Context: an optimization exercise on an open-source flow, tuned for a short achievable clock period and few clock cycles. The choices shown serve that exercise and are no tape-out recipe.
Where RTL was checked, it was by simulation tests only, not by an equivalence proof against the original.
No functional check of the RTL was part of runs 1 and 2.
Power and IR drop assume default switching activity.

File: flow/run.sh
#!/bin/bash
# synth_recipe.tcl (not shown) runs the flow's synth.tcl, then flattens the netlist and writes it again
# the make line also repeats each setting of config.mk as NAME=value (left out here)
make -C /OpenROAD-flow-scripts/flow DESIGN_CONFIG=/design/flow/config.mk WORK_HOME=/design/flow/orfs CLKGATE_MAP_FILE= SYNTH_SCRIPT=/design/flow/synth_recipe.tcl finish
File: flow/constraint.sdc
create_clock -name core_clock -period 7.5 [get_ports {Clock}]
set_input_delay 1.5000 -clock core_clock [delete_from_list [all_inputs] [get_ports {Clock}]]
set_output_delay 1.5000 -clock core_clock [all_outputs]
set_load 0.01 [all_outputs]
File: flow/config.mk
export PLATFORM = sky130hd
export DESIGN_NAME = cpu_top
export DESIGN_NICKNAME = cpu_top
export VERILOG_FILES = /design/flow/design.v
export SDC_FILE = /design/flow/constraint.sdc
export NUM_CORES = 4
export LEC_CHECK = 0
export CAP_MARGIN = 20
export CORE_MARGIN = 2
export CORE_UTILIZATION = 50
export PLACE_DENSITY = 0.7
export SETUP_SLACK_MARGIN = 3.5
export SLEW_MARGIN = 20
export SYNTH_HIERARCHICAL = 1
export SYNTH_MINIMUM_KEEP_SIZE = 0
File: flow/design.v
module regn(R, Rin, Clock, Q);
	parameter n = 9;
	input wire [n-1:0] R;
	input wire Rin, Clock;
	output reg [n-1:0] Q;
	always @(posedge Clock)
		if (Rin)
			Q <= R;
endmodule
module dec3to8(W, En, Y);
	input wire [2:0] W;
	input wire En; 
	output reg [7:0] Y;
	always @(W or En) 
	begin
		if (En == 1)
			case (W)
				3'b111: Y = 8'b10000000;
				3'b110: Y = 8'b01000000;
				3'b101: Y = 8'b00100000;
				3'b100: Y = 8'b00010000;
				3'b011: Y = 8'b00001000;
				3'b010: Y = 8'b00000100;
				3'b001: Y = 8'b00000010;
				3'b000: Y = 8'b00000001; 
			endcase 
		else
			Y = 8'b00000000;
	 end
endmodule
module num_on_bits(num_in, one_hot);
	input wire [7:0] num_in;
	output wire [8:0] one_hot;
	wire [4:0] lo, hi;
	nib_count cl (.v(num_in[3:0]), .c(lo));
	nib_count ch (.v(num_in[7:4]), .c(hi));
	assign one_hot[0] = lo[0] & hi[0];
	assign one_hot[1] = (lo[1] & hi[0]) | (lo[0] & hi[1]);
	assign one_hot[2] = (lo[2] & hi[0]) | (lo[1] & hi[1]) | (lo[0] & hi[2]);
	assign one_hot[3] = (lo[3] & hi[0]) | (lo[2] & hi[1]) | (lo[1] & hi[2]) | (lo[0] & hi[3]);
	assign one_hot[4] = (lo[4] & hi[0]) | (lo[3] & hi[1]) | (lo[2] & hi[2]) | (lo[1] & hi[3]) | (lo[0] & hi[4]);
	assign one_hot[5] = (lo[4] & hi[1]) | (lo[3] & hi[2]) | (lo[2] & hi[3]) | (lo[1] & hi[4]);
	assign one_hot[6] = (lo[4] & hi[2]) | (lo[3] & hi[3]) | (lo[2] & hi[4]);
	assign one_hot[7] = (lo[4] & hi[3]) | (lo[3] & hi[4]);
	assign one_hot[8] = lo[4] & hi[4];
endmodule
module nib_count(v, c);
	input wire [3:0] v;
	output reg [4:0] c;
	always @*
		case (v)
			4'b0000: c = 5'b00001;
			4'b0001, 4'b0010, 4'b0100, 4'b1000: c = 5'b00010;
			4'b0011, 4'b0101, 4'b0110, 4'b1001, 4'b1010, 4'b1100: c = 5'b00100;
			4'b1111: c = 5'b10000;
			default: c = 5'b01000;
		endcase
endmodule
module ALU(en, instruction, input_a, input_b, shift_oh, result);
	input wire en;                 
	input wire [8:0] input_a, input_b;
	input wire [2:0] instruction;
	input wire [8:0] shift_oh;    
	output wire [8:0] result;
	localparam MV = 3'b000, ADD = 3'b010, SUB = 3'b011, SLL = 3'b111, SRL = 3'b110;
	wire [7:0] a = input_a[7:0];
	wire [7:0] b = input_b[7:0];
	wire sa = input_a[8];
	wire sb = input_b[8];
	wire [7:0] cs;                        
	wire [7:0] gs_all, ps_all;
	ks_prefix8 u_s (.g(a & b), .p(a ^ b), .G(gs_all), .P(ps_all));
	assign cs = {gs_all[6:0], 1'b0};
	wire [7:0] sum = (a ^ b) ^ cs;
	wire [7:0] pd = ~(a ^ b);
	wire [7:0] gd = a & ~b;
	wire [7:0] Gd, Pd;
	ks_prefix8 u_d (.g(gd), .p(pd), .G(Gd), .P(Pd));
	wire [7:0] c0 = {Gd[6:0], 1'b0};               
	wire [7:0] c1 = {Gd[6:0] | Pd[6:0], 1'b1};     
	wire [7:0] amb = pd ^ c1;                      
	wire [7:0] bma = ~(pd ^ c0);                   
	wire lt = ~(Gd[7] | Pd[7]);                    
	reg [7:0] shl, shr;
	integer j, k;
	always @*
	begin
		shl = 8'b0;
		shr = 8'b0;
		for (j = 0; j < 8; j = j + 1)
			for (k = 0; k < 8; k = k + 1)
			begin
				if (k <= j)
					shl[j] = shl[j] | (a[j-k] & shift_oh[k]);
				if (j + k < 8)
					shr[j] = shr[j] | (a[j+k] & shift_oh[k]);
			end
	end
	wire is_add = en & (instruction == ADD);
	wire is_sub = en & (instruction == SUB);
	wire is_sll = en & (instruction == SLL);
	wire is_srl = en & (instruction == SRL);
	wire is_mv  = en & (instruction == MV);
	wire eq_s   = (sa == sb);
	wire use_sum  = (is_add & eq_s) | (is_sub & ~sa & sb);
	wire use_absd = (is_add & ~eq_s) | (is_sub & eq_s);
	wire use_bma  = is_sub & sa & ~sb;
	wire [7:0] base = ({8{use_sum}} & sum) | ({8{use_bma}} & bma)
	                | ({8{is_sll}} & shl) | ({8{is_srl}} & shr) | ({8{is_mv}} & b);
	wire [7:0] m_lt = base | ({8{use_absd}} & bma);
	wire [7:0] m_ge = base | ({8{use_absd}} & amb);
	wire sgn_static = (is_mv & sb) | ((is_add | is_sub | is_sll | is_srl) & sa);
	wire s_lt = use_absd ? ~(is_sub & sa) : sgn_static;
	wire s_ge = use_absd ?  (is_sub & sa) : sgn_static;
	assign result = lt ? {s_lt, m_lt} : {s_ge, m_ge};
endmodule
module ks_prefix8(g, p, G, P);
	input wire [7:0] g, p;
	output wire [7:0] G, P;
	wire [7:0] g1, p1, g2, p2;
	genvar i;
	generate
		for (i = 0; i < 8; i = i + 1) begin : l1
			if (i >= 1) begin
				assign g1[i] = g[i] | (p[i] & g[i-1]);
				assign p1[i] = p[i] & p[i-1];
			end else begin
				assign g1[i] = g[i];
				assign p1[i] = p[i];
			end
		end
		for (i = 0; i < 8; i = i + 1) begin : l2
			if (i >= 2) begin
				assign g2[i] = g1[i] | (p1[i] & g1[i-2]);
				assign p2[i] = p1[i] & p1[i-2];
			end else begin
				assign g2[i] = g1[i];
				assign p2[i] = p1[i];
			end
		end
		for (i = 0; i < 8; i = i + 1) begin : l3
			if (i >= 4) begin
				assign G[i] = g2[i] | (p2[i] & g2[i-4]);
				assign P[i] = p2[i] & p2[i-4];
			end else begin
				assign G[i] = g2[i];
				assign P[i] = p2[i];
			end
		end
	endgenerate
endmodule
module mux_10_to_1(DIN, alu_out, pend, bus_out);
	input wire [8:0] DIN, alu_out;
	input wire pend;
	output wire [8:0] bus_out;
	assign bus_out = alu_out | ({9{pend}} & DIN);
endmodule
module cpu_top (DIN, Resetn, Clock, Run, Done, BusWires, debug_reg0, debug_reg1,
debug_reg2, debug_reg3, debug_reg4, debug_reg5, debug_reg6, debug_reg7);
	input wire [8:0] DIN;
	input wire Resetn, Clock, Run;
	output wire Done;
	output wire [8:0] BusWires;
	output wire [8:0] debug_reg0, debug_reg1;
	output wire [8:0] debug_reg2, debug_reg3, debug_reg4, debug_reg5, debug_reg6, debug_reg7;
	localparam mvi = 3'b001;
	reg [8:0] R [0:7];
	reg [8:0] SH [0:7];  
	reg       pend;      
	reg [2:0] pend_x;    
	wire [2:0] op = DIN[8:6];
	wire [2:0] X  = DIN[5:3];
	wire [2:0] Y  = DIN[2:0];
	wire [7:0] xd, yd, yd2;
	dec3to8 decX (X, 1'b1, xd);
	dec3to8 decY (Y, 1'b1, yd);
	dec3to8 decY2 (Y, 1'b1, yd2);
	reg [8:0] a, b, oh;
	integer n;
	always @*
	begin
		a = 9'b0;
		b = 9'b0;
		oh = 9'b0;
		for (n = 0; n < 8; n = n + 1)
		begin
			a = a | ({9{xd[n]}} & R[n]);
			b = b | ({9{yd[n]}} & R[n]);
			oh = oh | ({9{yd2[n]}} & SH[n]);
		end
	end
	wire [8:0] alu_out;
	ALU alu (.en(~pend), .instruction(op), .input_a(a), .input_b(b), .shift_oh(oh), .result(alu_out));
	wire run_exec = Run & ~pend & (op != mvi);
	wire run_mvi  = Run & ~pend & (op == mvi);
	assign Done     = run_exec | pend;
	wire [8:0] wdata;
	mux_10_to_1 bus_port (.DIN(DIN), .alu_out(alu_out), .pend(pend), .bus_out(BusWires));
	mux_10_to_1 bus_write (.DIN(DIN), .alu_out(alu_out), .pend(pend), .bus_out(wdata));
	wire [8:0] bus_oh;
	num_on_bits pc (.num_in(wdata[7:0]), .one_hot(bus_oh));
	wire [2:0] wx = pend ? pend_x : X;
	integer i;
	always @(posedge Clock, negedge Resetn)
	begin
		if (!Resetn)
		begin
			pend <= 1'b0;
			pend_x <= 3'b0;
			for (i = 0; i < 8; i = i + 1)
			begin
				R[i] <= 9'b0;
				SH[i] <= 9'b1;
			end
		end
		else
		begin
			pend <= run_mvi;
			if (run_mvi)
				pend_x <= X;
			if (Done)
			begin
				R[wx] <= wdata;
				SH[wx] <= bus_oh;
			end
		end
	end
	assign debug_reg0 = R[0];
	assign debug_reg1 = R[1];
	assign debug_reg2 = R[2];
	assign debug_reg3 = R[3];
	assign debug_reg4 = R[4];
	assign debug_reg5 = R[5];
	assign debug_reg6 = R[6];
	assign debug_reg7 = R[7];
endmodule
==> results of run 1 <==
## layer usage
metal / track usage [%] / vias up / share of wire [%]
met1: 45.2 / 4451 / 36
met5: 0 / - / 0
li1: - / 3527 / -
met2: 52.1 / 866 / 43
met3: 8.17 / 337 / 12
met4: 16.2 / 0 / 7.9
## path summary, 6_finish.rpt
path	startpoint	endpoint	slack, ps	depth (start not counted)
setup / recovery	DIN[1]	BusWires[2]	1120	16
hold / removal	SH[5][4]	SH[5][4]	520	1
setup reg to reg	R[0][0]	SH[1][6]	2090	24
hold reg to reg	SH[5][4]	SH[5][4]	520	1
max in group asynchronous	Resetn	SH[5][7]	5150	2
min in group asynchronous	Resetn	R[2][3]	1080	1
## worst register-to-register path: cells and delay by family (launching register included)
family,cells,cell delay (ps)
adders and majority gates,2,360
AOI/OAI and AO/OA,8,2220
DFF,1,460
xor gates and xnor gates,1,130
muxes,3,640
buffers and inverters,9,1230
and+or+nand+nor,1,230
## cells in the final DEF (no fill, tap or decap), types with 9 or more instances in the layout
cell type / count
a21o_1: 10
a21o_4: 11
a21oi_1: 11
a222oi_1: 9
a22oi_1: 97
a22oi_2: 32
and4b_4: 9
and4bb_4: 9
buf_2: 10
buf_4: 101
buf_6: 32
clkbuf_16: 21
clkdlybuf4s50_1: 74
conb_1: 24
dfrtp_1: 132
ha_4: 11
inv_1: 30
mux2_2: 57
mux2_4: 85
nand2_1: 16
nand4_1: 27
nor2_1: 11
xnor2_1: 9
## repair_timing
item / in CTS / in global routing
cloned: 10 / 7
resized for setup: 230 / 85
pin swaps: 63 / 54
endpoints found under the hold margin: 0 / 0
endpoints found under the setup margin: 146 / 145
buffers inserted: 69 / 36
## sequential cells by signal (all words and copies together), names as in the netlist
| register | count |
|---|---|
| R | 72 |
| pend | 1 |
| SH | 64 |
| pend_x | 3 |
## cell type report
cell class / count / area, sq um
timing repair buffer: 231 / 2200
multi-input combinational: 579 / 6230
sequential: 140 / 3510
clock buffer: 18 / 439
clock inverter: 14 / 173
tap: 229 / 287
fill: 1113 / 5030
inverter: 39 / 149
## stage by stage
stage | std cells | utilization (%) | total power, mW | cell area (sq um)
2_1_floorplan | 805 | - | 2.13 | 9550
3_3_place_gp | 1096 | 58.1 | 2.68 | 10500
3_5_place_dp | 1096 | 58.1 | 2.74 | 10500
4_1_cts | 1207 | 68.0 | 4.03 | 12300
5_1_grt | 1250 | 72.1 | 4.60 | 13000
6_report | 1250 | 72.1 | 4.50 | 13000
## where the power goes
| group | internal (mW) | switching (mW) |
|---|---|---|
| Sequential | 0.959 | 0.264 |
| Clock | 0.513 | 0.389 |
| Combinational | 1.23 | 1.15 |
| Total | 2.70 | 1.80 |
==> flow_summary.ini, run 1 <==
[timing]
finalClockSkew_ps = 19.6
drv_slew = 0
relSlewSlack_pct = 41.3
worstMarginPinSlew_ps = 880
tns_ps = 0
setup_violations = 0
hold_viol = 0
finalCritPeriodShare_pct = 85.1
timing.final.ws_setup_ps = 1120
rsz0062_at_grt = true
fin_hold_ws_ps = 517
final.min_clock_period_ps = 6380
fmax_mhz = 157

[cells_and_area]
n_antenna_cell = 0
drive_gt1_share_pct = 50.2
areaGrowthSynthToFinish_pct = 40.6
nNetsFinal = 1039

[clocking]
htreeDepth = 4
clkLatencyLatePin_ps = 450
clock_path_buffers = 2
clock-root-buffer = clkbuf_16
cts.sinks = 140
ctsHoldBuffers = 0
cts_made_buffers = 17
path_clk_slew_ps = 70
cts_tree = built

[detailed_routing]
drtAntennaViolNets = 0
num_vias = 9181
routed_wl_microns = 38200
vias_per_cell = 7.34
drcViolationCount = 0
drtIter0Drc = 1650
drtPass1Iterations = 14
drt-wirelength-per-cell_microns = 30.6

[die]
dieWidth_microns = 140
rows = 49
dieArea_sq_um = 19600
fp.dieH_microns = 140
core_area_sq_um = 18000
io_pins = 94
initial_core_util_pct = 51.3

[critical_path]
critPathMaxFanout = 8
cp.required_ps = 6000
end_kind = output pin
critPathSlowestCell = clkdlybuf4s50_1
critPathBufInv = 5
crit_arrival_ps = 4880
cp_top_family = simple AND/OR/NAND/NOR gates
critical_path_class = primary input to output pin
cp-start-kind = primary input
path_cells = buf_12 -> nor4b_4 -> buf_4 -> a22oi_2 -> nand4_1 -> inv_2 -> ha_4 -> and4_4 -> and3_4 -> and3_4 -> buf_4 -> nor2_4 -> a21oi_1 -> o211ai_1 -> a21o_1 -> clkdlybuf4s50_1
cp_slowest_stage_delay_ps = 500

[power_and_ir_drop]
peakVddDrop_v = 0.000205
p_per_area_nw_per_um2 = 346
leakagePower_nw = 5.89

[grt]
grt_pass1_vias = 8728
overflow = 0
grt_max_degree = 91
antenna_found_initial = 0
grt_pass1_wl_microns = 51200
globalRouteTotalUtil_pct = 33.9

[place]
pre_cts_ws_ps = 85.1
dpl.hpwl_microns = 20500
gp_congestion = 1.03
numPortBuffers = 93

[status]
status = complete, no violations

[run]
drv_cap = 0

[logic_synthesis]
avgSynthCellArea_sq_um = 11.8
synth_area_sq_um = 9240
syn_inst = 782
ys_warn_count = 12

[worst_hold_path]
min_path_type = flop to flop
==> run 2, diff against run 1 <==
--- a/flow/design.v
+++ b/flow/design.v
@@ -56,11 +56,12 @@
 			default: c = 5'b01000;
 		endcase
 endmodule
-module ALU(en, instruction, input_a, input_b, shift_oh, result);
+module ALU(en, instruction, input_a, input_b, shift_oh, lt, result);
 	input wire en;                 
 	input wire [8:0] input_a, input_b;
 	input wire [2:0] instruction;
 	input wire [8:0] shift_oh;    
+	input wire lt;                
 	output wire [8:0] result;
 	localparam MV = 3'b000, ADD = 3'b010, SUB = 3'b011, SLL = 3'b111, SRL = 3'b110;
 	wire [7:0] a = input_a[7:0];
@@ -80,7 +81,6 @@
 	wire [7:0] c1 = {Gd[6:0] | Pd[6:0], 1'b1};     
 	wire [7:0] amb = pd ^ c1;                      
 	wire [7:0] bma = ~(pd ^ c0);                   
-	wire lt = ~(Gd[7] | Pd[7]);                    
 	reg [7:0] shl, shr;
 	integer j, k;
 	always @*
@@ -148,6 +148,27 @@
 			end
 		end
 	endgenerate
+endmodule
+module mag_lt(a, b, lt, gt);
+	input wire [7:0] a, b;
+	output wire lt, gt;
+	wire [7:0] l0 = ~a & b;
+	wire [7:0] g0 = a & ~b;
+	wire [3:0] l1, g1;
+	wire [1:0] l2, g2;
+	genvar i;
+	generate
+		for (i = 0; i < 4; i = i + 1) begin : t1
+			assign l1[i] = l0[2*i+1] | (~g0[2*i+1] & l0[2*i]);
+			assign g1[i] = g0[2*i+1] | (~l0[2*i+1] & g0[2*i]);
+		end
+		for (i = 0; i < 2; i = i + 1) begin : t2
+			assign l2[i] = l1[2*i+1] | (~g1[2*i+1] & l1[2*i]);
+			assign g2[i] = g1[2*i+1] | (~l1[2*i+1] & g1[2*i]);
+		end
+	endgenerate
+	assign lt = l2[1] | (~g2[1] & l2[0]);
+	assign gt = g2[1] | (~l2[1] & g2[0]);
 endmodule
 module mux_10_to_1(DIN, alu_out, pend, bus_out);
 	input wire [8:0] DIN, alu_out;
@@ -189,8 +210,33 @@
 			oh = oh | ({9{yd2[n]}} & SH[n]);
 		end
 	end
+	wire [7:0] xd2, yd3;
+	dec3to8 decX2 (X, 1'b1, xd2);
+	dec3to8 decY3 (Y, 1'b1, yd3);
+	wire [63:0] LT;
+	genvar gi, gj;
+	generate
+		for (gi = 0; gi < 8; gi = gi + 1) begin : g_x
+			for (gj = 0; gj < 8; gj = gj + 1) begin : g_y
+				if (gi < gj) begin : g_pair
+					mag_lt c (.a(R[gi][7:0]), .b(R[gj][7:0]), .lt(LT[gi*8+gj]), .gt(LT[gj*8+gi]));
+				end else if (gi == gj) begin : g_same
+					assign LT[gi*8+gj] = 1'b0;
+				end
+			end
+		end
+	endgenerate
+	reg lt_sel;
+	integer p, q;
+	always @*
+	begin
+		lt_sel = 1'b0;
+		for (p = 0; p < 8; p = p + 1)
+			for (q = 0; q < 8; q = q + 1)
+				lt_sel = lt_sel | (xd2[p] & yd3[q] & LT[p*8+q]);
+	end
 	wire [8:0] alu_out;
-	ALU alu (.en(~pend), .instruction(op), .input_a(a), .input_b(b), .shift_oh(oh), .result(alu_out));
+	ALU alu (.en(~pend), .instruction(op), .input_a(a), .input_b(b), .shift_oh(oh), .lt(lt_sel), .result(alu_out));
 	wire run_exec = Run & ~pend & (op != mvi);
 	wire run_mvi  = Run & ~pend & (op == mvi);
 	assign Done     = run_exec | pend;
==> run 2 against run 1 <==
Compared with the run above: still clean; clock power decreased by 5.1%; cell count increased by 90%; sequential cell count unchanged; power increased by 56%; synthesized cell count increased by 120%; largest power group unchanged.
==> flow_summary.ini, run 2 <==
[timing]
finalClockSkew_ps = 12.8
tns_ps = 0
fmax_mhz = 164
final.min_clock_period_ps = 6110
finalCritPeriodShare_pct = 81.4
drv_slew = 0
rsz0062_at_grt = true
relSlewSlack_pct = 23.0
worstMarginPinSlew_ps = 1160
hold_viol = 0
fin_hold_ws_ps = 508
setup_violations = 0

[grt]
overflow = 0
globalRouteTotalUtil_pct = 37.5
grt_pass1_vias = 15693
grt_max_degree = 74
antenna_found_initial = 0
grt_pass1_wl_microns = 94900

[critical_path]
end_kind = output pin
critPathBufInv = 6
cp-start-kind = flop
critPathSlowestCell = dfrtp_4
cp_slowest_stage_delay_ps = 490
critical_path_class = flop to output pin
critPathMaxFanout = 7
path_cells = buf_2 -> nor2b_4 -> maj3_2 -> maj3_2 -> maj3_2 -> a31o_1 -> a22oi_1 -> a21boi_0 -> a2111oi_4 -> nand4_1 -> buf_6 -> buf_4 -> buf_4 -> buf_6 -> a21oi_4 -> o211ai_1 -> a21o_1 -> buf_2
cp.required_ps = 6000
crit_top_cell = maj3_2
crit_arrival_ps = 4610
cp_top_family = compound AO/OA/AOI/OAI gates

[detailed_routing]
drcViolationCount = 0
num_vias = 15977
drt-wirelength-per-cell_microns = 26.1
drtAntennaViolNets = 0
drtIter0Drc = 1739
routed_wl_microns = 62100
drtPass1Iterations = 7
vias_per_cell = 6.72

[die]
initial_core_util_pct = 50.7
dieArea_sq_um = 32400
core_area_sq_um = 30600
fp.dieH_microns = 180
dieWidth_microns = 180
io_pins = 94
rows = 64

[cells_and_area]
largest_register_ffs = 72
drive_gt1_share_pct = 40.8
reg_top3 = R (72), SH (64), pend_x (3)
nNetsFinal = 2000
regMostFlops = R
n_antenna_cell = 0
areaGrowthSynthToFinish_pct = 26.8
n_fill_cell = 2537
final_common_cell = inv_1
final_cell_mix = inv_1 (173), maj3_2 (168), buf_4 (130), a22oi_1 (128), mux2_2 (121)

[place]
numPortBuffers = 93
dpl.hpwl_microns = 39300
gp_congestion = 0.954

[status]
status = complete, no violations

[power_and_ir_drop]
peakVddDrop_v = 0.000216
p_per_area_nw_per_um2 = 357
power.total_mw = 7.01
leakagePower_nw = 7.95

[logic_synthesis]
synth_area_sq_um = 15500
syn_inst = 1709
avgSynthCellArea_sq_um = 9.07
ys_warn_count = 14

[clocking]
path_clk_slew_ps = 60
clock_path_buffers = 2
cts_tree = built
htreeDepth = 4
cts.sinks = 140
cts_made_buffers = 17
clock-root-buffer = clkbuf_16
ctsHoldBuffers = 0
clkLatencyLatePin_ps = 430

[run]
drv_cap = 0

[worst_hold_path]
min_path_type = flop to flop
==> run 2: per-stage QoR <==
step / instance area, sq um / utilization, % / worst slack [ps] / cells
global route: 19700 / 64.3 / 1310 / 2377
floorplan: 16000 / - / 2140 / 1748
global placement: 17400 / 56.9 / 411 / 2229
finish: 19700 / 64.3 / 1390 / 2377
CTS: 19300 / 63.2 / 1520 / 2367
detailed placement: 17400 / 56.9 / 334 / 2229
==> run 2: repair_timing <==
item | CTS | global route
endpoints found under the setup margin | 146 | 146
buffers inserted | 102 | 9
gates resized for setup | 251 | 55
hold endpoints to repair | 0 | 0
cloned | 5 | 0
pin swaps | 64 | 37
==> run 2: path summary, 6_finish.rpt <==
check                          from     endpoint  slack (ps)  cells after the start
max reg2reg                 R[2][4]     SH[1][6]        1540                     26
min reg2reg                SH[7][3]     SH[7][3]         510                      1
max in group asynchronous    Resetn      R[5][5]        4980                      2
max                         R[2][4]  BusWires[2]        1390                     18
min in group asynchronous    Resetn      R[7][1]        1100                      1
min                        SH[7][3]     SH[7][3]         510                      1
==> run 2: final cells by class <==
cell class,instances,area (sq um),area share [%]
multi-input combinational,1345,11800,60.2
sequential,140,3590,18.2
timing repair buffer,258,2370,12.1
inverter,207,777,3.95
tap,396,495,2.52
clock buffer,19,443,2.25
clock inverter,12,140,0.713
==> run 2: where the power goes <==
part | leakage (nW) | internal, mW | switching (mW)
clock network | 0.282 | 0.502 | 0.354
registers | 1.82 | 0.962 | 0.705
logic | 5.84 | 2.29 | 2.20
total | 7.95 | 3.75 | 3.26
==> run 2: metal layers <==
metal  vias to the layer above  track usage [%]  routed length, microns
met2                       990             61.2                   28400
met1                      7827             46.6                   23800
li1                       6890                -                       -
met5                         -                0                       0
met4                         0             21.8                    4410
met3                       270             7.05                    5400
==> run 3, diff against run 2 <==
--- a/flow/design.v
+++ b/flow/design.v
@@ -105,14 +105,13 @@
 	wire use_sum  = (is_add & eq_s) | (is_sub & ~sa & sb);
 	wire use_absd = (is_add & ~eq_s) | (is_sub & eq_s);
 	wire use_bma  = is_sub & sa & ~sb;
-	wire [7:0] base = ({8{use_sum}} & sum) | ({8{use_bma}} & bma)
-	                | ({8{is_sll}} & shl) | ({8{is_srl}} & shr) | ({8{is_mv}} & b);
-	wire [7:0] m_lt = base | ({8{use_absd}} & bma);
-	wire [7:0] m_ge = base | ({8{use_absd}} & amb);
+	wire sel_sum = use_sum;
+	wire sel_bma = use_bma | (use_absd & lt);
+	wire sel_amb = use_absd & ~lt;
+	wire [7:0] other = ({8{is_sll}} & shl) | ({8{is_srl}} & shr) | ({8{is_mv}} & b);
+	assign result[7:0] = ({8{sel_sum}} & sum) | ({8{sel_bma}} & bma) | ({8{sel_amb}} & amb) | other;
 	wire sgn_static = (is_mv & sb) | ((is_add | is_sub | is_sll | is_srl) & sa);
-	wire s_lt = use_absd ? ~(is_sub & sa) : sgn_static;
-	wire s_ge = use_absd ?  (is_sub & sa) : sgn_static;
-	assign result = lt ? {s_lt, m_lt} : {s_ge, m_ge};
+	assign result[8] = use_absd ? (lt ^ (is_sub & sa)) : sgn_static;
 endmodule
 module ks_prefix8(g, p, G, P);
 	input wire [7:0] g, p;
==> run 3 against run 2 <==
Compared with the run above: core utilization grew 1.9 points; sequential cell count is the same; critical path depth shrank 1; cell count increased by 1.5%; wire length is 3.7% lower; clock skew grew 4.8 ps; synthesized cell count is the same; highest routed layer is now met5; combinational power shrank 43%; via count shrank 0.26%; largest cell class unchanged; die area grew 0.22%; register-to-register slack gained 310 ps; count of clock-buffer cells in the layout unchanged.
==> flow_summary.ini, run 3 <==
[status]
status = complete, no violations

[die]
io_pins = 94
dieWidth_microns = 180
initial_core_util_pct = 50.8
fp.dieH_microns = 180
dieArea_sq_um = 32500
core_area_sq_um = 30600
rows = 64

[critical_path]
rr_worst_depth = 23
rr_endpoint = SH[3][6]
end_kind = output pin
critPathMaxFanout = 7
crit_top_cell = buf_4
rr_startpoint = R[2][4]
cp-start-kind = primary input
cp_slowest_stage_delay_ps = 260
path_cells = buf_6 -> buf_12 -> and4b_4 -> buf_4 -> a22oi_2 -> nand4_1 -> buf_4 -> buf_4 -> ha_2 -> a21oi_2 -> o21a_1 -> o31ai_2 -> xnor2_1 -> a311oi_1 -> nand2_1 -> a21o_1 -> buf_2
crit_arrival_ps = 4370
cp.required_ps = 6000
critPathSlowestCell = nand4_1
reg2reg_slack_ps = 1850
critical_path_class = primary input to output pin

[clocking]
cts_tree = built
cts_made_buffers = 17
clkLatencyLatePin_ps = 440
clock_path_buffers = 2
path_clk_slew_ps = 60
htreeDepth = 4
ctsHoldBuffers = 0
cts.sinks = 140
clock-root-buffer = clkbuf_16

[timing]
hold_viol = 0
finalClockSkew_ps = 17.6
finalCritPeriodShare_pct = 78.3
rsz0062_at_grt = true
tns_ps = 0
relSlewSlack_pct = 29.3
worstMarginPinSlew_ps = 1060
setup_violations = 0
drv_slew = 0
final.min_clock_period_ps = 5870
fmax_mhz = 170

[cells_and_area]
final_common_cell = maj3_2
fin_cells = 2413
regMostFlops = R
reg_top3 = R (72), SH (64), pend_x (3)
n_antenna_cell = 0
drive_gt1_share_pct = 42.1
areaGrowthSynthToFinish_pct = 30.2
nNetsFinal = 2035
largest_register_ffs = 72
n_fill_cell = 2401
final_cell_mix = maj3_2 (168), inv_1 (156), buf_4 (155), a22oi_1 (126), nand2b_1 (113)
finalCoreUtilization_pct = 66.1

[worst_hold_path]
whs_endpoint = SH[7][6]
min_path_cells = 1
min_path_type = flop to flop
hold_start = SH[7][6]

[power_and_ir_drop]
power.total_mw = 4.64
peakVddDrop_v = 0.000234
p_per_area_nw_per_um2 = 230
leakagePower_nw = 8.34

[place]
gp_congestion = 0.962
dpl.hpwl_microns = 38000
dp.cells = 2224
numPortBuffers = 93

[detailed_routing]
routed_wl_microns = 59800
drtIter0Drc = 1823
num_vias = 15936
drtAntennaViolNets = 0
drcViolationCount = 0
drtPass1Iterations = 8
vias_per_cell = 6.60
drt-wirelength-per-cell_microns = 24.8

[logic_synthesis]
synth_area_sq_um = 15500
avgSynthCellArea_sq_um = 9.09
syn_inst = 1709
ys_warn_count = 14

[grt]
grt_pass1_vias = 15360
grt_max_degree = 73
grt_pass1_wl_microns = 89300
overflow = 0
globalRouteTotalUtil_pct = 35.2
antenna_found_initial = 0

[run]
drv_cap = 0
-- run 3: layout make-up --
cell class                      count  area (sq um)  share of cell area [%]
Timing Repair Buffer              292          2670                    13.2
Multi-Input combinational cell   1355         12200                    60.2
Clock buffer                       19           443                    2.19
Sequential cell                   140          3590                    17.7
Inverter                          198           748                    3.70
Tap cell                          396           495                    2.45
Clock inverter                     13           115                   0.569
-- run 3: repair_timing --
item / CTS / global route
resized for setup: 242 / 114
cloned: 4 / 1
setup endpoints to repair: 146 / 138
pin swaps: 78 / 67
buffers inserted: 101 / 51
-- run 3: routing by layer --
layer | wire length (microns) | vias up | GRT usage (%)
li1 | - | 6939 | -
met1 | 23300 | 7809 | 42.8
met2 | 27400 | 889 | 58.1
met3 | 4250 | 297 | 4.89
met4 | 4820 | 2 | 23.0
met5 | 29 | - | 1.63
-- run 3: worst max path at each step --
| stage | from | to | slack, ps | cells past startpoint |
|---|---|---|---|---|
| CTS | DIN[0] | BusWires[7] | 1710 | 19 |
| global placement | DIN[1] | BusWires[5] | 460 | 12 |
| detailed placement | DIN[1] | SH[4][2] | 460 | 22 |
| global route | DIN[0] | BusWires[7] | 1450 | 19 |
| floorplan | DIN[2] | BusWires[7] | 2330 | 14 |
| finish | DIN[2] | BusWires[7] | 1630 | 17 |
-- run 3: stage by stage --
stage	setup slack, ps	hold slack (ps)	cell area, sq um
2_1_floorplan	2330	480	16100
3_3_place_gp	463	488	17500
3_5_place_dp	463	494	17500
4_1_cts	1710	509	19400
5_1_grt	1450	519	20200
6_report	1630	508	20200
-- run 3: worst max-delay path: cells and delay by family --
family	cells	cell delay [ps]
AOI/OAI and AO/OA	6	980
xor gates and xnor gates	1	140
adders and majority gates	1	200
buffers and inverters	6	910
and+or+nand+nor	3	630
-- run 3: report_power, final --
part           switching (mW)  internal (mW)  total, mW
registers               0.357          0.886       1.24
logic                    1.26           1.32       2.58
clock network           0.355          0.466      0.822
Testbench counts of run 3, summed over its fixed seeds: cycles 20,055.
==> run 4, diff against run 3 <==
--- a/flow/design.v
+++ b/flow/design.v
@@ -151,23 +151,30 @@
 module mag_lt(a, b, lt, gt);
 	input wire [7:0] a, b;
 	output wire lt, gt;
-	wire [7:0] l0 = ~a & b;
-	wire [7:0] g0 = a & ~b;
 	wire [3:0] l1, g1;
 	wire [1:0] l2, g2;
 	genvar i;
 	generate
 		for (i = 0; i < 4; i = i + 1) begin : t1
-			assign l1[i] = l0[2*i+1] | (~g0[2*i+1] & l0[2*i]);
-			assign g1[i] = g0[2*i+1] | (~l0[2*i+1] & g0[2*i]);
+			cmp2 c (.a(a[2*i+1:2*i]), .b(b[2*i+1:2*i]), .lt(l1[i]), .gt(g1[i]));
 		end
 		for (i = 0; i < 2; i = i + 1) begin : t2
-			assign l2[i] = l1[2*i+1] | (~g1[2*i+1] & l1[2*i]);
-			assign g2[i] = g1[2*i+1] | (~l1[2*i+1] & g1[2*i]);
+			cmp_join j (.lh(l1[2*i+1]), .gh(g1[2*i+1]), .ll(l1[2*i]), .gl(g1[2*i]), .lt(l2[i]), .gt(g2[i]));
 		end
 	endgenerate
-	assign lt = l2[1] | (~g2[1] & l2[0]);
-	assign gt = g2[1] | (~l2[1] & g2[0]);
+	cmp_join j3 (.lh(l2[1]), .gh(g2[1]), .ll(l2[0]), .gl(g2[0]), .lt(lt), .gt(gt));
+endmodule
+module cmp2(a, b, lt, gt);
+	input wire [1:0] a, b;
+	output wire lt, gt;
+	assign lt = a < b;
+	assign gt = a > b;
+endmodule
+module cmp_join(lh, gh, ll, gl, lt, gt);
+	input wire lh, gh, ll, gl;
+	output wire lt, gt;
+	assign lt = lh | (~gh & ll);
+	assign gt = gh | (~lh & gl);
 endmodule
 module mux_10_to_1(DIN, alu_out, pend, bus_out);
 	input wire [8:0] DIN, alu_out;
@@ -213,18 +220,7 @@
 	dec3to8 decX2 (X, 1'b1, xd2);
 	dec3to8 decY3 (Y, 1'b1, yd3);
 	wire [63:0] LT;
-	genvar gi, gj;
-	generate
-		for (gi = 0; gi < 8; gi = gi + 1) begin : g_x
-			for (gj = 0; gj < 8; gj = gj + 1) begin : g_y
-				if (gi < gj) begin : g_pair
-					mag_lt c (.a(R[gi][7:0]), .b(R[gj][7:0]), .lt(LT[gi*8+gj]), .gt(LT[gj*8+gi]));
-				end else if (gi == gj) begin : g_same
-					assign LT[gi*8+gj] = 1'b0;
-				end
-			end
-		end
-	endgenerate
+	wire [7:0] wxd;    
 	reg lt_sel;
 	integer p, q;
 	always @*
@@ -245,6 +241,32 @@
 	wire [8:0] bus_oh;
 	num_on_bits pc (.num_in(wdata[7:0]), .one_hot(bus_oh));
 	wire [2:0] wx = pend ? pend_x : X;
+	dec3to8 decW (wx, 1'b1, wxd);
+	genvar gx, gy;
+	generate
+		for (gx = 0; gx < 8; gx = gx + 1) begin : g_ltx
+			for (gy = 0; gy < 8; gy = gy + 1) begin : g_lty
+				if (gx == gy) begin : g_same
+					assign LT[gx*8+gy] = 1'b0;
+				end else begin : g_pair
+					reg lt_q;
+					always @(posedge Clock, negedge Resetn)
+						if (!Resetn)
+							lt_q <= 1'b0;
+						else if (Done & (wxd[gx] | wxd[gy]))
+							lt_q <= wxd[gx] ? w_lt[gy] : w_gt[gx];
+					assign LT[gx*8+gy] = lt_q;
+				end
+			end
+		end
+	endgenerate
+	wire [7:0] w_lt, w_gt;
+	genvar gj;
+	generate
+		for (gj = 0; gj < 8; gj = gj + 1) begin : g_cmp
+			mag_lt c (.a(wdata[7:0]), .b(R[gj][7:0]), .lt(w_lt[gj]), .gt(w_gt[gj]));
+		end
+	endgenerate
 	integer i;
 	always @(posedge Clock, negedge Resetn)
 	begin
--- a/flow/config.mk
+++ b/flow/config.mk
@@ -7,8 +7,8 @@
 export LEC_CHECK = 0
 export CAP_MARGIN = 20
 export CORE_MARGIN = 2
-export CORE_UTILIZATION = 50
-export PLACE_DENSITY = 0.7
+export CORE_UTILIZATION = 55
+export PLACE_DENSITY = 0.8
 export SETUP_SLACK_MARGIN = 3.5
 export SLEW_MARGIN = 20
 export SYNTH_HIERARCHICAL = 1
==> run 4 against run 3 <==
Compared with the run above: largest cell class unchanged; wire length down 4.5%; highest routed layer is now met4; cell count decreased by 13%; global-route usage up 3.3 points; clock power grew 9.1%; largest power group unchanged; critical endpoint is now BusWires[8]; power is 15% higher; area after synthesis fell by 3.6%; die area decreased by 12%; synthesized cell count is 11% lower.
==> flow_summary.ini, run 4 <==
[power_and_ir_drop]
leakagePower_nw = 8.89
p_per_area_nw_per_um2 = 272
sw_frac_of_total_pct = 42.3
pwr-share-comb_pct = 53.6
sequentialPowerShare_pct = 29.6
power.clock.fraction_pct = 16.7
switching_power_mw = 2.27
peakVddDrop_v = 0.000214
internal_power_mw = 3.09

[die]
rows = 60
io_pins = 94
initial_core_util_pct = 55.7
fp.dieH_microns = 169
dieWidth_microns = 169
dieArea_sq_um = 28600
core_area_sq_um = 26900

[cells_and_area]
reg_top3 = R (72), SH (64), g_ltx.g_lty.g_pair.lt_q (56)
n_fill_cell = 1756
final_cell_mix = dfrtp_1 (188), a22oi_1 (132), inv_1 (124), buf_4 (119), nand3_1 (102)
regMostFlops = R
regArea_sq_um = 4910
drive_gt1_share_pct = 37.8
nNetsFinal = 1847
final_common_cell = dfrtp_1
final_area_sq_um = 19700
fin_cells = 2107
largest_register_ffs = 72
areaGrowthSynthToFinish_pct = 31.6
multiInputGateArea_sq_um = 10700

[clocking]
htreeDepth = 4
cts.sinks = 196
clock-root-buffer = clkbuf_16
clock_path_buffers = 2
cts_tree = built
clkLatencyLatePin_ps = 450
path_clk_slew_ps = 80
ctsHoldBuffers = 0
cts_made_buffers = 17

[timing]
fmax_mhz = 171
drv_slew = 0
worstMarginPinSlew_ps = 1160
final.min_clock_period_ps = 5860
finalClockSkew_ps = 21.3
tns_ps = 0
hold_viol = 0
timing.final.ws_setup_ps = 1640
setup_violations = 0
rsz0062_at_grt = true
finalCritPeriodShare_pct = 78.2
relSlewSlack_pct = 22.0

[status]
status = complete, no violations

[grt]
overflow = 0
antenna_found_initial = 1
grt_pass1_wl_microns = 84600
grt_pass1_vias = 14196
globalRouteTotalUtil_pct = 38.5
grt_max_degree = 86

[critical_path]
critPathMaxFanout = 18
cp-start-kind = primary input
rr_worst_depth = 22
critical_path_class = primary input to output pin
crit_arrival_ps = 4360
end_kind = output pin
cp.required_ps = 6000

[place]
dpl.hpwl_microns = 35000
dp.cells = 1924
gp_congestion = 0.929
pre_cts_ws_ps = 330
numPortBuffers = 93
place_area_sq_um = 16700

[detailed_routing]
drtIter0Drc = 1922
routed_wl_microns = 57100
drtPass1Iterations = 10
drtAntennaViolNets = 0
num_vias = 14682
drt-wirelength-per-cell_microns = 27.1
drcViolationCount = 0
vias_per_cell = 6.97

[logic_synthesis]
syn_inst = 1513
avgSynthCellArea_sq_um = 9.89
synth_area_sq_um = 15000
ys_warn_count = 14

[worst_hold_path]
min_path_type = flop to flop
min_path_cells = 1

[run]
drv_cap = 0
## run 4: final cells by class
type,instances,area share (%)
Multi-Input combinational cell,1128,54.3
Sequential cell,196,24.9
Timing Repair Buffer,263,12.9
Inverter,145,2.89
Clock buffer,21,2.29
Tap cell,341,2.16
Clock inverter,11,0.489
Timing Repair inverter,1,0.0317
Antenna cell,1,0.0127
## run 4: layer usage
metal | vias up | GRT usage (%) | share of wire [%]
met4 | 0 | 19.8 | 6.1
li1 | 6139 | - | -
met3 | 278 | 7.83 | 11
met1 | 7273 | 51.1 | 39
met2 | 992 | 59.9 | 45
met5 | - | 0 | 0
## run 4: timing repair
| item | in CTS | in global routing |
|---|---|---|
| endpoints found under the setup margin | 202 | 202 |
| gates cloned | 8 | 2 |
| gates resized for setup | 255 | 137 |
| pin swaps | 62 | 73 |
| setup buffers | 99 | 41 |
## run 4: metrics by stage
step           hold WS, ps  util, %  power (mW)
4_1_cts                514     69.5        4.83
6_report               512     73.3        5.36
3_5_place_dp           495     62.2        3.70
2_1_floorplan          480        -        2.94
3_3_place_gp           489     62.2        3.62
5_1_grt                526     73.3        5.57
## run 4: final timing paths
kind | from | to | slack (ps)
min in group asynchronous | Resetn | SH[5][3] | 1070
max in group asynchronous | Resetn | g_ltx[0].g_lty[4].g_pair.lt_q | 5080
max | DIN[1] | BusWires[8] | 1640
min reg2reg | SH[5][6] | SH[5][6] | 510
min | SH[5][6] | SH[5][6] | 510
max reg2reg | R[3][1] | SH[4][2] | 2810
## run 4: worst max-delay path, stage by stage
cell,delay [ps]
buf_6,180
buf_6,170
and4bb_4,300
a22oi_1,220
nand2_1,150
a2111oi_4,360
nand4_1,220
buf_6,200
buf_6,110
nor3b_4,130
o21ai_1,170
o21ai_1,110
a22o_1,210
a21o_1,160
buf_2,140
## run 4: power by group through the flow
stage	Sequential, mW	Clock (mW)	Combinational (mW)
after floorplan	1.49	0	1.45
after global placement	1.58	0	2.04
after detailed placement	1.58	0	2.12
after CTS	1.57	0.899	2.37
after global routing	1.60	0.940	3.03
final	1.59	0.897	2.88
Testbench counts of run 4, summed over its fixed seeds: cycles 20,055.
==> run 5, diff against run 4 <==
--- a/flow/config.mk
+++ b/flow/config.mk
@@ -7,8 +7,8 @@
 export LEC_CHECK = 0
 export CAP_MARGIN = 20
 export CORE_MARGIN = 2
-export CORE_UTILIZATION = 55
-export PLACE_DENSITY = 0.8
+export CORE_UTILIZATION = 50
+export PLACE_DENSITY = 0.7
 export SETUP_SLACK_MARGIN = 3.5
 export SLEW_MARGIN = 20
 export SYNTH_HIERARCHICAL = 1
==> run 5 against run 4 <==
Compared with the run above: still clean; hold slack worse by 1.8 ps; sequential power hardly changed; first-iteration DRC count is 8.3% lower; global-route usage is 4.0 points lower; count of clock-buffer cells in the layout is 1 lower; sequential share of layout area is 0.43 points lower; register-to-register slack better by 50 ps; combinational power hardly changed; fmax is 0.83% higher; clock skew is 9.4 ps lower.
==> flow_summary.ini, run 5 <==
[timing]
rsz0062_at_grt = true
fmax_mhz = 172
drv_slew = 0
relSlewSlack_pct = 15.7
final.min_clock_period_ps = 5810
worstMarginPinSlew_ps = 1260
setup_violations = 0
timing.final.ws_setup_ps = 1690
finalCritPeriodShare_pct = 77.5
tns_ps = 0
finalClockSkew_ps = 11.9
hold_viol = 0

[clocking]
cts_tree = built
clock_path_buffers = 2
cts.sinks = 196
cts_made_buffers = 17
htreeDepth = 4
clkLatencyLatePin_ps = 450
path_clk_slew_ps = 70
ctsHoldBuffers = 0
clock-root-buffer = clkbuf_16

[cells_and_area]
nNetsFinal = 1853
regMostFlops = R
final_cell_mix = dfrtp_1 (188), a22oi_1 (125), inv_1 (124), buf_4 (121), nand3_1 (87)
largest_register_ffs = 72
fin_cells = 2161
drive_gt1_share_pct = 39.6
final_area_sq_um = 20100
n_antenna_cell = 0
final_common_cell = dfrtp_1
reg_top3 = R (72), SH (64), g_ltx.g_lty.g_pair.lt_q (56)
areaGrowthSynthToFinish_pct = 33.9

[die]
core_area_sq_um = 29600
io_pins = 94
dieWidth_microns = 177
initial_core_util_pct = 50.6
dieArea_sq_um = 31300
fp.dieH_microns = 177
rows = 63

[logic_synthesis]
ys_warn_count = 14
synth_area_sq_um = 15000
avgSynthCellArea_sq_um = 9.89
syn_inst = 1513

[power_and_ir_drop]
peakVddDrop_v = 0.000200
power.clock.fraction_pct = 16.8
pwr-share-comb_pct = 53.8
sw_frac_of_total_pct = 41.7
leakagePower_nw = 9.03
internal_power_mw = 3.13
power.total_mw = 5.37
switching_power_mw = 2.24
sequentialPowerShare_pct = 29.4
p_per_area_nw_per_um2 = 268

[place]
place_area_sq_um = 16800
dpl.hpwl_microns = 35400
numPortBuffers = 93
pre_cts_ws_ps = 537
dp.cells = 1981
gp_congestion = 0.976

[detailed_routing]
num_vias = 14279
drcViolationCount = 0
drtIter0Drc = 1762
vias_per_cell = 6.61
drtPass1Iterations = 6
drtAntennaViolNets = 0
drt-wirelength-per-cell_microns = 25.8
routed_wl_microns = 55700

[critical_path]
critPathMaxFanout = 12
end_kind = output pin
rr_worst_depth = 21
cp.required_ps = 6000
cp-start-kind = primary input
rr_endpoint = SH[6][2]
reg2reg_slack_ps = 2860
crit_arrival_ps = 4310
rr_startpoint = R[0][1]
critical_path_class = primary input to output pin

[grt]
globalRouteTotalUtil_pct = 34.5
gr-max-usage-layer = met2
groute.layer.met2.usage_pct = 53.4
antenna_found_initial = 0
grt_util_met3_pct = 6.01
grt_max_degree = 90
overflow = 0
grt_pass1_vias = 13479
grt_pass1_wl_microns = 82100
use_met1_pct = 47.0

[worst_hold_path]
min_path_type = flop to flop
min_path_cells = 1
whs_endpoint = SH[4][4]
hold_start = SH[4][4]

[run]
drv_cap = 0

[status]
status = complete, no violations
-- run 5: per-stage QoR --
| step | utilization (%) | hold slack, ps |
|---|---|---|
| 2_1_floorplan | - | 480 |
| 3_3_place_gp | 57.0 | 487 |
| 3_5_place_dp | 57.0 | 494 |
| 4_1_cts | 62.5 | 510 |
| 5_1_grt | 67.8 | 524 |
| 6_report | 67.8 | 510 |
-- run 5: worst max path at each step --
stage                       from                             to
after CTS                 DIN[4]                    BusWires[2]
after detailed placement  DIN[1]                    BusWires[5]
final                     DIN[1]                    BusWires[7]
after floorplan           DIN[4]                    BusWires[7]
after global placement    DIN[3]  g_ltx[1].g_lty[6].g_pair.lt_q
after global routing      DIN[1]                    BusWires[7]
-- run 5: cell type report --
cell class	instances	area [sq um]
Inverter	145	581
Clock buffer	20	447
Sequential cell	196	4910
Fill cell	2250	9510
Clock inverter	12	108
Tap cell	390	488
Timing Repair inverter	3	26.3
Timing Repair Buffer	272	2720
Multi-Input combinational cell	1123	10800
-- run 5: critical path: stages --
cell and delay, ps:
buf_6 140, nor4b_4 380, buf_4 210, a22oi_1 90
nand4_1 230, inv_1 120, ha_4 320, inv_1 90
nand2_2 110, o21a_1 190, o31ai_4 80, xnor2_1 130
a311oi_1 260, nand2_1 140, a21o_1 170, buf_2 130
-- run 5: timing repair --
| item | CTS | global route |
|---|---|---|
| endpoints found under the setup margin | 202 | 202 |
| resized for setup | 211 | 214 |
| pin swaps | 45 | 116 |
| buffers inserted | 70 | 69 |
| gates cloned | 5 | 4 |
-- run 5: power groups by stage --
stage,logic [mW],clock network [mW],registers [mW]
6_report,2.89,0.900,1.58
5_1_grt,3.05,0.949,1.60
4_1_cts,2.43,0.908,1.56
3_5_place_dp,2.14,0,1.58
3_3_place_gp,2.09,0,1.57
2_1_floorplan,1.45,0,1.49
-- run 5: layer usage --
layer / routed length (microns) / vias up
met5: 0 / -
met4: 2780 / 0
met3: 4870 / 188
met2: 25200 / 788
met1: 22900 / 7154
li1: - / 6149
==> run 6, diff against run 5 <==
--- a/flow/config.mk
+++ b/flow/config.mk
@@ -9,7 +9,7 @@
 export CORE_MARGIN = 2
 export CORE_UTILIZATION = 50
 export PLACE_DENSITY = 0.7
-export SETUP_SLACK_MARGIN = 3.5
+export SETUP_SLACK_MARGIN = 5
 export SLEW_MARGIN = 20
 export SYNTH_HIERARCHICAL = 1
 export SYNTH_MINIMUM_KEEP_SIZE = 0
==> run 6 against run 5 <==
Compared with the run above: non-clock buffer count up 150; sequential power barely moved; area after synthesis is the same; synthesized cell count is the same; wire length increased by 15%; first-iteration DRC count rose by 22%; combinational power is 16% higher; register-to-register slack lost 110 ps; count of clock-buffer cells in the layout down 1; critical path depth is 3 higher; critical path type unchanged; highest routed layer is now met5.
==> flow_summary.ini, run 6 <==
[cells_and_area]
regArea_sq_um = 4990
largest_register_ffs = 72
regMostFlops = R
drive_gt1_share_pct = 52.6
fin_cells = 2314
areaGrowthSynthToFinish_pct = 45.1
final_common_cell = buf_6
final_area_sq_um = 21700
multiInputGateArea_sq_um = 11000
reg_top3 = R (72), SH (64), g_ltx.g_lty.g_pair.lt_q (56)
nNetsFinal = 2005
n_fill_cell = 1902
final_cell_mix = buf_6 (185), buf_4 (164), dfrtp_1 (127), a22oi_1 (120), inv_1 (115)

[die]
dieArea_sq_um = 31300
rows = 63
dieWidth_microns = 177
io_pins = 94
fp.dieH_microns = 177
initial_core_util_pct = 50.6
core_area_sq_um = 29600

[power_and_ir_drop]
pwr-share-comb_pct = 57.4
sw_frac_of_total_pct = 43.2
sequentialPowerShare_pct = 27.1
switching_power_mw = 2.51
leakagePower_nw = 9.99
p_per_area_nw_per_um2 = 268
internal_power_mw = 3.31
power.clock.fraction_pct = 15.5
peakVddDrop_v = 0.000220

[clocking]
clock-root-buffer = clkbuf_16
cts.sinks = 196
cts_tree = built
cts_made_buffers = 17
path_clk_slew_ps = 80
clkLatencyLatePin_ps = 470
ctsHoldBuffers = 0
htreeDepth = 4
clock_path_buffers = 2

[timing]
finalClockSkew_ps = 22.0
tns_ps = 0
finalCritPeriodShare_pct = 78.8
fmax_mhz = 169
fin_hold_ws_ps = 511
setup_violations = 0
relSlewSlack_pct = 24.5
worstMarginPinSlew_ps = 1130
drv_slew = 0
final.min_clock_period_ps = 5910
rsz0062_at_grt = true
hold_viol = 0

[logic_synthesis]
syn_inst = 1513
synth_area_sq_um = 15000
ys_warn_count = 14
avgSynthCellArea_sq_um = 9.89

[place]
dp.cells = 1981
place_area_sq_um = 16900
gp_congestion = 0.942
dpl.hpwl_microns = 34600
numPortBuffers = 93

[critical_path]
critPathSlowestCell = nor4b_4
path_cells = buf_12 -> buf_12 -> nor4b_4 -> buf_4 -> buf_6 -> a22oi_2 -> nand4_1 -> buf_6 -> inv_1 -> ha_4 -> and4_4 -> and3_4 -> and2_2 -> nor2_2 -> xnor2_1 -> a22oi_1 -> nand2_1 -> a21o_1 -> buf_6
crit_arrival_ps = 4410
critPathBufInv = 7
crit_top_cell = buf_6
cp_top_family = simple AND/OR/NAND/NOR gates
critical_path_class = primary input to output pin
critPathMaxFanout = 5
cp-start-kind = primary input
cp_slowest_stage_delay_ps = 300
cp.required_ps = 6000
end_kind = output pin

[grt]
overflow = 0
grt_max_degree = 107
antenna_found_initial = 2
globalRouteTotalUtil_pct = 38.2
grt_pass1_wl_microns = 90400
grt_pass1_vias = 14749

[detailed_routing]
num_vias = 15669
drt-wirelength-per-cell_microns = 27.6
drcViolationCount = 0
drtAntennaViolNets = 0
drtPass1Iterations = 9
drtIter0Drc = 2144
vias_per_cell = 6.77
routed_wl_microns = 64000

[status]
status = complete, no violations

[worst_hold_path]
min_path_type = flop to flop

[run]
drv_cap = 0
==> run 6: final cells by class <==
cell class                 instances  area share [%]
antenna                            1          0.0115
clock buffer                      19            1.99
clock inverter                    13           0.472
inverter                         145            2.68
multi-input combinational       1126            50.5
sequential                       196            23.0
tap                              390            2.25
timing repair buffer             422            19.0
timing repair inverter             2          0.0806
==> run 6: metal layers <==
layer,part of all wire (%),track usage [%],vias up,wire length [microns]
met1,38,50.4,7754,24100
li1,-,-,6471,-
met5,0.020,0,-,13
met2,45,58.9,1096,28800
met3,10,8.05,346,6710
met4,6.8,19.8,2,4320
==> run 6: power by group through the flow <==
stage	clock, mW	combinational [mW]	sequential, mW
after floorplan	0	1.46	1.49
after detailed placement	0	2.15	1.59
after global routing	0.935	3.47	1.59
after CTS	0.890	2.89	1.55
after global placement	0	2.09	1.59
final	0.903	3.34	1.58
==> run 6: final timing paths <==
path	startpoint	end	slack [ps]	depth (start not counted)
worst max-delay path	DIN[1]	BusWires[7]	1590	19
worst min-delay path	SH[4][6]	SH[4][6]	510	1
worst max register to register	R[0][0]	g_ltx[3].g_lty[5].g_pair.lt_q	2750	21
worst min register to register	SH[4][6]	SH[4][6]	510	1
max in group asynchronous	Resetn	R[3][5]	5270	2
min in group asynchronous	Resetn	SH[7][4]	1140	1
==> run 6: through the flow <==
stage	util, %	worst slack [ps]	power, mW
detailed placement	57.1	265	3.74
finish	73.5	1590	5.82
global route	73.5	1540	6.00
CTS	68.6	1740	5.33
global placement	57.1	304	3.68
floorplan	-	2340	2.95
==> run 6: repair_timing <==
item	in CTS	in global routing
setup endpoints to repair	278	366
cloned	11	1
resized for setup	746	211
setup buffers	217	71
pin swaps	104	141
==> run 6: worst register-to-register path, cell delays in order, from the launching register on <==
cell and delay [ps]:
dfrtp_2 470, a22oi_2 260, nand4_1 220, buf_6 200, ha_1 230, a21o_4 270
a21oi_4 150, buf_6 130, o31ai_4 60, xnor2_1 140, a311oi_1 240, nand2_1 130
buf_4 160, a21o_4 300, ha_1 400, nor2b_4 180, a2bb2oi_2 430, o21ai_2 150
inv_2 110, a21o_4 220, nand4b_1 130, nand3_1 130
==> run 7, diff against run 6 <==
--- a/flow/config.mk
+++ b/flow/config.mk
@@ -9,7 +9,7 @@
 export CORE_MARGIN = 2
 export CORE_UTILIZATION = 50
 export PLACE_DENSITY = 0.7
-export SETUP_SLACK_MARGIN = 5
+export SETUP_SLACK_MARGIN = 2.0
 export SLEW_MARGIN = 20
 export SYNTH_HIERARCHICAL = 1
 export SYNTH_MINIMUM_KEEP_SIZE = 0
==> run 7 against run 6 <==
Compared with the run above: fmax shrank 2.7%; non-clock buffer count shrank 117; final area shrank 7.0%; first-iteration DRC count grew 2.5%; die area is the same; power shrank 5.2%; combinational power shrank 13%; sequential power is essentially flat; cell count shrank 5.4%.
==> flow_summary.ini, run 7 <==
[cells_and_area]
areaGrowthSynthToFinish_pct = 35.0
multiInputGateArea_sq_um = 10600
final_cell_mix = dfrtp_1 (188), buf_4 (143), a22oi_1 (132), inv_1 (126), mux2_2 (124)
finalCoreUtilization_pct = 68.4
regMostFlops = R
regArea_sq_um = 4910
final_area_sq_um = 20200
n_antenna_cell = 0
nNetsFinal = 1880
drive_gt1_share_pct = 40.6
final_common_cell = dfrtp_1
largest_register_ffs = 72
reg_top3 = R (72), SH (64), g_ltx.g_lty.g_pair.lt_q (56)
n_fill_cell = 2100
fin_cells = 2188

[power_and_ir_drop]
leakagePower_nw = 9.05
power.total_mw = 5.52
pwr-share-comb_pct = 52.8
sequentialPowerShare_pct = 28.9
p_per_area_nw_per_um2 = 273
sw_frac_of_total_pct = 43.4
peakVddDrop_v = 0.000221
switching_power_mw = 2.40
power.clock.fraction_pct = 18.3
internal_power_mw = 3.13

[grt]
overflow = 0
grt_pass1_wl_microns = 81900
groute.layer.met2.usage_pct = 50.7
grt_max_degree = 89
use_met1_pct = 48.8
grt_pass1_vias = 13743
antenna_found_initial = 1
globalRouteTotalUtil_pct = 34.5
grt_util_met3_pct = 7.86
gr-max-usage-layer = met2

[detailed_routing]
drtIter0Drc = 2197
drtPass1Iterations = 9
drtAntennaViolNets = 0
num_vias = 14815
drt-wirelength-per-cell_microns = 26.8
drcViolationCount = 0
vias_per_cell = 6.77
routed_wl_microns = 58700

[critical_path]
critical_path_class = primary input to output pin
cp-start-kind = primary input
crit_arrival_ps = 4570
critPathMaxFanout = 9
cp.required_ps = 6000
reg2reg_slack_ps = 2460
end_kind = output pin

[worst_hold_path]
min_path_type = flop to flop

[clocking]
ctsHoldBuffers = 0
cts_tree = built
clock-root-buffer = clkbuf_16
clkLatencyLatePin_ps = 460
htreeDepth = 4
clock_path_buffers = 2
path_clk_slew_ps = 70
cts.sinks = 196
cts_made_buffers = 17

[logic_synthesis]
synth_area_sq_um = 15000
avgSynthCellArea_sq_um = 9.89
ys_warn_count = 14
syn_inst = 1513

[die]
fp.dieH_microns = 177
core_area_sq_um = 29600
initial_core_util_pct = 50.6
io_pins = 94
dieArea_sq_um = 31300
dieWidth_microns = 177
rows = 63

[timing]
drv_slew = 0
setup_violations = 0
finalClockSkew_ps = 11.9
worstMarginPinSlew_ps = 1260
fmax_mhz = 165
hold_viol = 0
fin_hold_ws_ps = 498
finalCritPeriodShare_pct = 80.9
rsz0062_at_grt = true
relSlewSlack_pct = 15.5
timing.final.ws_setup_ps = 1430
tns_ps = 0
final.min_clock_period_ps = 6070

[place]
gp_congestion = 1.03
place_area_sq_um = 16500
dp.cells = 1992
numPortBuffers = 93
pre_cts_ws_ps = 449
dpl.hpwl_microns = 36200

[status]
status = complete, no violations

[run]
drv_cap = 0
run 7: path summary, 6_finish.rpt:
check / cells after the start / to / start
worst max-delay path: 16 / BusWires[5] / DIN[3]
worst min-delay path: 1 / SH[3][7] / SH[3][7]
worst max register to register: 22 / SH[2][6] / R[2][1]
worst min register to register: 1 / SH[3][7] / SH[3][7]
max in group asynchronous: 2 / SH[1][3] / Resetn
min in group asynchronous: 1 / g_ltx[2].g_lty[1].g_pair.lt_q / Resetn
run 7: power groups by stage:
stage / clock, mW / combinational, mW / sequential (mW)
2_1_floorplan: 0 / 1.35 / 1.49
3_3_place_gp: 0 / 2.13 / 1.59
3_5_place_dp: 0 / 2.18 / 1.59
4_1_cts: 1.02 / 2.29 / 1.57
5_1_grt: 1.06 / 3.06 / 1.61
6_report: 1.01 / 2.92 / 1.59
run 7: routing by layer:
metal	routed length [microns]	up-vias
li1	-	6202
met1	22900	7297
met2	25100	1014
met3	7000	300
met4	3620	2
met5	15	-
run 7: area by class of cell:
class	count	share of cell area [%]
repair buffers	305	14.9
flip-flops and latches	196	24.3
clock buffers	17	2.11
multi-input cells	1120	52.4
clock inverters	15	1.04
inverters	145	2.79
well taps	390	2.41
run 7: timing repair:
| action | CTS | global route |
|---|---|---|
| pin swaps | 95 | 105 |
| resized for setup | 215 | 253 |
| setup buffers | 104 | 55 |
| endpoints found under the setup margin | 129 | 130 |
| gates cloned | 2 | 3 |
run 7: worst max-delay path: stages:
cell and delay, ps:
buf_12 110, and4bb_4 280, a22oi_1 200, nand4_1 330, ha_4 430, inv_2 40, a21o_4 220, a21oi_4 160
buf_4 130, buf_4 120, o21ai_1 110, xnor2_1 150, a32oi_1 290, nand3_2 160, a21o_1 200, buf_2 140
==> run 8, diff against run 7 <==
--- a/flow/config.mk
+++ b/flow/config.mk
@@ -9,7 +9,7 @@
 export CORE_MARGIN = 2
 export CORE_UTILIZATION = 50
 export PLACE_DENSITY = 0.7
-export SETUP_SLACK_MARGIN = 2.0
+export SETUP_SLACK_MARGIN = 3.0
 export SLEW_MARGIN = 20
 export SYNTH_HIERARCHICAL = 1
 export SYNTH_MINIMUM_KEEP_SIZE = 0
==> run 8 against run 7 <==
Compared with the run above: combinational power shrank 12%; sequential power is essentially flat; power shrank 8.3%; still clean; largest cell class unchanged; setup slack gained 170 ps; die area is the same; final area shrank 5.5%; highest routed layer is now met4.
==> flow_summary.ini, run 8 <==
[timing]
setup_violations = 0
final.min_clock_period_ps = 5900
relSlewSlack_pct = 27.7
worstMarginPinSlew_ps = 1080
timing.final.ws_setup_ps = 1600
hold_viol = 0
finalCritPeriodShare_pct = 78.7
fmax_mhz = 169
tns_ps = 0
drv_slew = 0
rsz0062_at_grt = true
finalClockSkew_ps = 18.4

[worst_hold_path]
min_path_type = flop to flop

[place]
numPortBuffers = 93
dpl.hpwl_microns = 35500
pre_cts_ws_ps = 142
place_area_sq_um = 16800
gp_congestion = 0.942

[status]
status = complete, no violations

[logic_synthesis]
avgSynthCellArea_sq_um = 9.89
synth_area_sq_um = 15000
syn_inst = 1513
ys_warn_count = 14

[clocking]
htreeDepth = 4
clock_path_buffers = 2
ctsHoldBuffers = 0
path_clk_slew_ps = 70
cts_made_buffers = 17
cts_tree = built
cts.sinks = 196
clock-root-buffer = clkbuf_16
clkLatencyLatePin_ps = 470

[critical_path]
critPathLaunch = DIN[2]
cp_top_family = buffers and inverters
rr_worst_depth = 22
reg2reg_slack_ps = 2850
end_kind = output pin
cp_slowest_stage_delay_ps = 230
critPathMaxFanout = 6
critical_path_class = primary input to output pin
cp.required_ps = 6000
critPathSlowestCell = and4b_4
rr_startpoint = R[1][1]
critPathBufInv = 8
rr_endpoint = SH[3][2]
path_cells = buf_12 -> buf_8 -> buf_6 -> and4b_4 -> a22oi_2 -> nand4_1 -> buf_4 -> buf_6 -> ha_4 -> a21o_1 -> a21oi_2 -> buf_4 -> inv_2 -> xnor2_1 -> a32oi_1 -> nand3_1 -> a21o_1 -> buf_2
cp-start-kind = primary input
cp.depth = 18
crit_end = BusWires[3]
crit_arrival_ps = 4400

[detailed_routing]
drtPass1Iterations = 6
met2WireLength_microns = 24300
drcViolationCount = 0
m1WireLength_microns = 21400
drtIter0Drc = 1666
drt-wirelength-per-cell_microns = 24.6
routed_wl_microns = 52600
drtAntennaViolNets = 0
vias_per_cell = 6.54
maxUsedRoutingLayer = met4
wl_met3_microns = 4430
num_vias = 13974

[grt]
grt_pass1_wl_microns = 81000
antenna_found_initial = 0
overflow = 0
grt_pass1_vias = 13429
grt_max_degree = 75
globalRouteTotalUtil_pct = 33.8

[die]
initial_core_util_pct = 50.6
dieWidth_microns = 177
fp.dieH_microns = 177
rows = 63
dieArea_sq_um = 31300
core_area_sq_um = 29600
io_pins = 94

[cells_and_area]
final_area_sq_um = 19100
final_cell_mix = dfrtp_1 (187), a22oi_1 (133), inv_1 (128), nand3_1 (124), buf_4 (121)
final_common_cell = dfrtp_1
regMostFlops = R
drive_gt1_share_pct = 34.1
n_fill_cell = 2329
n_antenna_cell = 0
areaGrowthSynthToFinish_pct = 27.5
reg_top3 = R (72), SH (64), g_ltx.g_lty.g_pair.lt_q (56)
nNetsFinal = 1828
largest_register_ffs = 72

[power_and_ir_drop]
leakagePower_nw = 8.62
switching_power_mw = 2.13
internal_power_mw = 2.94
sw_frac_of_total_pct = 42.0
pwr-share-comb_pct = 50.6
power.clock.fraction_pct = 18.2
p_per_area_nw_per_um2 = 265
sequentialPowerShare_pct = 31.3
peakVddDrop_v = 0.000201

[run]
drv_cap = 0
-- run 8: cell type report --
cell class / instances / area (sq um) / area share, %
clock inverter: 11 / 120 / 0.629
timing repair buffer: 251 / 2320 / 12.2
inverter: 145 / 567 / 2.97
sequential: 196 / 4920 / 25.8
clock buffer: 21 / 440 / 2.31
multi-input combinational: 1120 / 10200 / 53.5
tap: 390 / 488 / 2.56
timing repair inverter: 2 / 17.5 / 0.0918
-- run 8: how the worst min path moves through the flow --
stage,start,endpoint,cells past startpoint
floorplan,SH[0][7],SH[0][7],1
global placement,SH[1][2],SH[1][2],1
detailed placement,SH[0][2],SH[0][2],1
CTS,SH[0][2],SH[0][2],1
global route,SH[4][6],SH[4][6],1
finish,SH[0][2],SH[0][2],1
-- run 8: per-layer routing --
layer	track usage, %	vias to the layer above
met4	15.9	0
met1	45.2	6932
met2	53.0	779
met3	6.23	167
li1	-	6096
met5	0	-
-- run 8: what timing repair did --
item                                    4_1_cts  5_1_grt
resized for setup                           220       74
buffers inserted                             84       25
pin swaps                                    69       48
endpoints found under the setup margin      202      163
gates cloned                                  5        0
-- run 8: power by group through the flow --
stage                     clock network (mW)  registers (mW)  logic (mW)
after floorplan                            0            1.49        1.44
after global placement                     0            1.58        2.09
after detailed placement                   0            1.59        2.14
after CTS                              0.930            1.57        2.39
after global routing                   0.978            1.60        2.72
final                                  0.920            1.58        2.56
-- run 8: per-stage QoR --
stage / power [mW] / utilization (%) / hold slack, ps / std cells
floorplan: 2.93 / - / 480 / 1560
global placement: 3.67 / 56.9 / 489 / 1990
detailed placement: 3.73 / 56.9 / 495 / 1990
CTS: 4.89 / 62.9 / 511 / 2111
global route: 5.30 / 64.6 / 525 / 2136
finish: 5.07 / 64.6 / 508 / 2136

what the ideal ports hide:
Ports are ideal in the flow. The routed layouts listed here were re-timed in OpenROAD. Step 1, drivers: a clkbuf_16 drives Clock and a buf_2 each remaining input, both assumed. Step 2 also shifts input and output timing later by t, the mid clock arrival at the registers, as if the neighbouring blocks saw the same clock. Slacks: no drivers / after step 1 / after step 2; pairs: no drivers / after step 1.
run	t, ns	setup WS [ns]	hold WS [ns]	worst data-port slew with drivers (ns)
run 1	0.486	1.117 / 0.997 / 0.532	0.517 / 0.517 / 0.517	0.18
run 2	0.463	1.394 / 1.356 / 1.158	0.508 / 0.508 / 0.508	0.10
run 3	0.481	1.625 / 1.586 / 1.240	0.508 / 0.508 / 0.508	0.06
run 4	0.489	1.638 / 1.590 / 1.322	0.512 / 0.512 / 0.512	0.07
run 5	0.497	1.686 / 1.593 / 1.285	0.510 / 0.510 / 0.510	0.15
run 6	0.510	1.592 / 1.537 / 1.088	0.511 / 0.511 / 0.511	0.12
run 7	0.501	1.429 / 1.261 / 0.934	0.498 / 0.498 / 0.498	0.20
run 8	0.512	1.596 / 1.527 / 1.231	0.508 / 0.508 / 0.508	0.12
After both steps setup and hold are still met in every run listed. For run 1, which loses most, drivers alone change the setup slack by -0.120 ns; drivers and shift together by -0.585 ns.
